This design comes from an exercise in tuning for small area, a short achievable clock period and few clock cycles per item on the open sky130 flow, not from production work. At most, simulation tests tie the RTL to the original design; equivalence was not proved.

## execute_divide
module execute_divide(input wire              clk,
                      input wire              reset,
                      input wire              enable,
                      input wire 	      unsigned_div,
                      output wire             done,
                      input wire [32-1:0] in_a,
                      input wire [32-1:0] in_b,
                      output reg [32-1:0] out,
                      output reg              ov
                      );
Settings: LEC_CHECK=0, CAP_MARGIN=20, CORE_MARGIN=2, CORE_UTILIZATION=55, CTS_BUF_LIST=sky130_fd_sc_hd__clkbuf_8, PLACE_DENSITY=0.75, SETUP_SLACK_MARGIN=3.5, SLEW_MARGIN=20; clock period 7.0 ns.
run.sh (not shown) runs the stock make flow with config.mk's settings and CLKGATE_MAP_FILE= SYNTH_SCRIPT=/design/flow/synth_recipe.tcl, a recipe that flattens the netlist after the stock synthesis.
The first run finished clean.
Testbench counts at the start, summed over its fixed seeds: cycles 31,717, items 3,200.
Next try:
--- a/flow/config.mk
+++ b/flow/config.mk
@@ -13 +13 @@
-export SETUP_SLACK_MARGIN = 3.5
+export SETUP_SLACK_MARGIN = 3.4
What happened:
- global-route usage came out lower by 0.44 points
- synthesized cell count stays the same
- final cell count hardly moves
- wire length fell by 1.4%
- hold slack gets better by 0.017 ns
- fmax shrinks by about 1%

* * *

Another version of the RTL of execute_divide (not shown whole).
Size: about 120 flip-flops, about 0.012 mm2 of cells after synthesis.
make LEC_CHECK=0 CAP_MARGIN=20 CORE_MARGIN=2 CORE_UTILIZATION=55 SETUP_SLACK_MARGIN=3.5 SLEW_MARGIN=20 finish   # period 7.0 ns
The first run completed with no timing, DRC or antenna violations.
Testbench counts at the start, summed over its fixed seeds: cycles 31,700, items 3,200.
Edit:
Settings changed: CORE_UTILIZATION 55 to 40, SETUP_SLACK_MARGIN 3.5 to 4.2.
Result: Area after synthesis does not change; final area grows by a quarter to a third; maximum frequency hardly moves; global-route usage fell by 6.3 points; die area rises by well over a third; register-to-register slack improved by 0.13 ns; wire length grows by about a fifth.

* * *

Another version of the RTL of execute_divide (not shown whole).
Size: about 110 flip-flops, roughly 100 I/O pins, roughly 10,000 sq um of cells after synthesis.
make LEC_CHECK=0 CAP_MARGIN=20 CORE_MARGIN=2 CORE_UTILIZATION=40 SETUP_SLACK_MARGIN=4 SLEW_MARGIN=20 finish   # period 7.0 ns
The baseline finished clean.
Then changed:
- ABC_AREA: unset -> 1
Result:
- The changed run finished clean
- final area is higher by 0.98%
- count of clock-buffer cells in the layout stays the same
- worst setup slack gets better by 0.45 ns
- core utilization is lower by 2.0 points
- maximum frequency is higher by 10%
- clock skew barely changes
- synthesized area is higher by 5.4%
- wire length is higher by 12%
- final cell count is higher by 22%
No functional check of the RTL was part of any run of this note.

* * *

Setup of main:
execute_divide, a different RTL version from the one above (not shown whole).
Size in the first run: roughly 120 flip-flops, roughly 11000 um2 of cells after synthesis.
make LEC_CHECK=0 CAP_MARGIN=20 CORE_MARGIN=2 CORE_UTILIZATION=55 CTS_BUF_LIST=sky130_fd_sc_hd__clkbuf_8 GPL_ROUTABILITY_DRIVEN=0 PLACE_DENSITY=0.75 SETUP_SLACK_MARGIN=3.5 SLEW_MARGIN=20 finish   # period 7.0 ns
main finished every stage and its layout cleared the timing, design-rule and antenna checks.
Testbench counts of main, summed over its fixed seeds: cycles 31,717, items 3,200.
#### Input delta (the feature branch over main)
--- a/flow/config.mk
+++ b/flow/config.mk
@@ -10,5 +10,4 @@
 export CORE_UTILIZATION = 55
 export CTS_BUF_LIST = sky130_fd_sc_hd__clkbuf_8
-export GPL_ROUTABILITY_DRIVEN = 0
 export PLACE_DENSITY = 0.75
 export SETUP_SLACK_MARGIN = 3.5
Notes after the runs:
Compared with main, the feature branch shows wire length that has gone up slightly. Taking main as the reference, in the feature branch total number of tap cells barely changed; maximum clock rate climbed 5.0 MHz; non-clock buffer count climbed 0.80%. There was hardly any difference in global-route wire length before repair between main and the feature branch. Number of cells on the worst reg-to-reg path ended up 1 higher on the feature branch than on main.

* * *

execute_divide, a different RTL version from the one above (not shown whole).
Size: about 1300 cells after synthesis, roughly 120 flip-flops, ~100 I/O pins, about 10000 um2 of cells after synthesis.
==> flow/design.v (excerpt) <==
module execute_divide(input wire              clk,
                      input wire              reset,
                      input wire              enable,
                      input wire 	      unsigned_div,
                      output wire             done,
                      input wire [32-1:0] in_a,
                      input wire [32-1:0] in_b,
                      output reg [32-1:0] out,
                      output reg              ov
                      );
make LEC_CHECK=0 CAP_MARGIN=20 CORE_MARGIN=2 CORE_UTILIZATION=55 CTS_BUF_LIST=sky130_fd_sc_hd__clkbuf_8 PLACE_DENSITY=0.75 SETUP_SLACK_MARGIN=3.6 SLEW_MARGIN=20 finish   # period 7.0 ns
The starting point ran to the end with no violations.
Testbench counts at the start, summed over its fixed seeds: cycles 32,040, items 3,200.
Change:
--- a/flow/config.mk
+++ b/flow/config.mk
@@ -8,7 +8,6 @@
 export CAP_MARGIN = 20
 export CORE_MARGIN = 2
-export CORE_UTILIZATION = 55
-export CTS_BUF_LIST = sky130_fd_sc_hd__clkbuf_8
-export PLACE_DENSITY = 0.75
-export SETUP_SLACK_MARGIN = 3.6
+export CORE_UTILIZATION = 65
+export PLACE_DENSITY = 0.85
+export SETUP_SLACK_MARGIN = 3.5
 export SLEW_MARGIN = 20
Result: Utilization goes up by 13 points; design area goes up by 0.37%; clock-buffer cell count is unchanged; sequential share of layout area barely changes; non-clock buffer count goes down by 1.
Change:
--- a/flow/config.mk
+++ b/flow/config.mk
@@ -8,6 +8,5 @@
 export CAP_MARGIN = 20
 export CORE_MARGIN = 2
-export CORE_UTILIZATION = 65
-export PLACE_DENSITY = 0.85
-export SETUP_SLACK_MARGIN = 3.5
+export CORE_UTILIZATION = 40
+export SETUP_SLACK_MARGIN = 3.7
 export SLEW_MARGIN = 20
=> The new run ran to the end with no violations. Sequential cell count is unchanged. Routed wire length rose by 0.72%. Die area rose by 60%. Design area rose by 7.8%. Clock-buffer cell count does not change. Sequential share of layout area fell by 1.5 points.
Change:
--- a/flow/config.mk
+++ b/flow/config.mk
@@ -8,5 +8,7 @@
 export CAP_MARGIN = 20
 export CORE_MARGIN = 2
-export CORE_UTILIZATION = 40
-export SETUP_SLACK_MARGIN = 3.7
+export CORE_UTILIZATION = 55
+export CTS_BUF_LIST = sky130_fd_sc_hd__clkbuf_4 sky130_fd_sc_hd__clkbuf_8
+export PLACE_DENSITY = 0.75
+export SETUP_SLACK_MARGIN = 3.5
 export SLEW_MARGIN = 20
After rerunning: The changed run ran to the end with no violations. Design area is lower by 10%. Routed wire length drops by about 10%. Die area is lower by 27%. Hold slack hardly moves. First-iteration DRC count is lower by about 2.8%. Fmax went down by about 6%. Worst setup slack is worse by 200 ps. Synthesized cell count is unchanged. Register-to-register slack gets worse by 200 ps.

* * *

Starting RTL as in the previous note.
// execute_divide
module execute_divide(input wire              clk,
                      input wire              reset,
                      input wire              enable,
                      input wire 	      unsigned_div,
                      output wire             done,
                      input wire [32-1:0] in_a,
                      input wire [32-1:0] in_b,
                      output reg [32-1:0] out,
                      output reg              ov
                      );
   reg                                         st_idle;
   reg                                         st_neg;
   reg                                         st_prep;
   reg                                         st_iter;
   reg                                         st_zero;
   reg                                         st_done;
   reg [32:0]                                  R;      
   reg [31:0]                                  D;      
   reg [4:0]                                   lza;    
   reg [4:0]                                   lzb;    
   reg                                         b_neg;  
  ...
Settings: LEC_CHECK=0, CAP_MARGIN=20, CORE_MARGIN=2, CORE_UTILIZATION=55, PLACE_DENSITY=0.75, SETUP_SLACK_MARGIN=3.5, SLEW_MARGIN=20; clock period 7.0 ns.
The baseline passed the timing, design-rule and antenna checks.
Testbench counts at the start, summed over its fixed seeds: cycles 32,040, items 3,200.
Change:
Settings changed: CORE_UTILIZATION 55 to 40, PLACE_DENSITY 0.75 to unset, SETUP_SLACK_MARGIN 3.5 to 3.9.
The changed run finished with timing, DRC and antenna clean.
Wire length rises by about 11%.
Design area went up by about 14%.
Area after synthesis is unchanged.
Change:
Settings changed: SETUP_SLACK_MARGIN 3.9 to 3.5.
The new run went through all stages and came out clean.
Area after synthesis is unchanged.
Die area does not change.
First-iteration DRC count falls by 8.0%.
Change:
Settings changed: CORE_UTILIZATION 40 to 55, PLACE_DENSITY set to 0.75, TNS_END_PERCENT set to 10.
What happened: The changed run finished with timing, DRC and antenna clean. Final area fell by 1.6%. Fmax shrinks by about 1.8%. Die area went down by 27%. Global-route usage grows by 7.6 points. Via count climbs by about 3%. Clock-buffer cell count is unchanged.
Change:
Settings changed: CTS_BUF_LIST set to sky130_fd_sc_hd__clkbuf_8, TNS_END_PERCENT 10 to unset.
Global-route usage goes down by 0.28 points.
Design area goes down by a few percent.
Maximum frequency goes up by a few percent.
Non-clock buffer count goes down by 10.
Count of clock-buffer cells in the layout is unchanged.

[re-timing with driven ports]
Ports are ideal in the flow. The routed layouts listed here were re-timed in OpenROAD.
Step 1, drivers: a clkbuf_16 drives clk and a buf_2 each remaining input, both assumed.
Step 2 also shifts input and output timing later by t, the mid clock arrival at the registers, as if the neighbouring blocks saw the same clock.
Three values: ideal ports, drivers, drivers and shift; two values: the first two.
run	t, ns	setup slack, ns	slew at the worst register clock pin (ns)
the first run of note 1	0.491	3.514 / 3.512 / 3.021	0.09 / 0.09
the second run of note 1	0.502	3.480 / 3.496 / 2.994	0.09 / 0.09
the first run of note 2	0.467	3.429 / 3.380 / 3.118	0.06 / 0.06
the second run of note 2	0.488	3.419 / 3.366 / 3.434	0.08 / 0.08
the first run of note 3	0.414	2.168 / 2.168 / 2.168	0.09 / 0.09
the second run of note 3	0.424	2.622 / 2.622 / 2.622	0.10 / 0.10
main	0.506	3.504 / 3.517 / 3.012	0.10 / 0.10
the feature branch	0.490	3.564 / 3.568 / 3.089	0.09 / 0.09
the first run of note 5	0.492	3.577 / 3.577 / 3.152	0.10 / 0.10
the second run of note 5	0.481	3.326 / 3.326 / 2.952	0.07 / 0.07
the third run of note 5	0.475	3.715 / 3.672 / 3.197	0.07 / 0.07
the fourth run of note 5	0.506	3.515 / 3.515 / 3.068	0.10 / 0.10
the first run of note 6	0.482	3.506 / 3.506 / 3.060	0.07 / 0.07
the second run of note 6	0.477	3.658 / 3.658 / 3.306	0.07 / 0.07
the third run of note 6	0.478	3.485 / 3.485 / 3.120	0.07 / 0.07
the fourth run of note 6	0.479	3.421 / 3.421 / 3.026	0.07 / 0.07
the fifth run of note 6	0.506	3.515 / 3.515 / 3.068	0.10 / 0.10
After both steps every run listed still meets setup and hold. The setup slack of the third run of note 5, which loses most, moves by -0.043 ns with the drivers and by -0.518 ns with both steps.
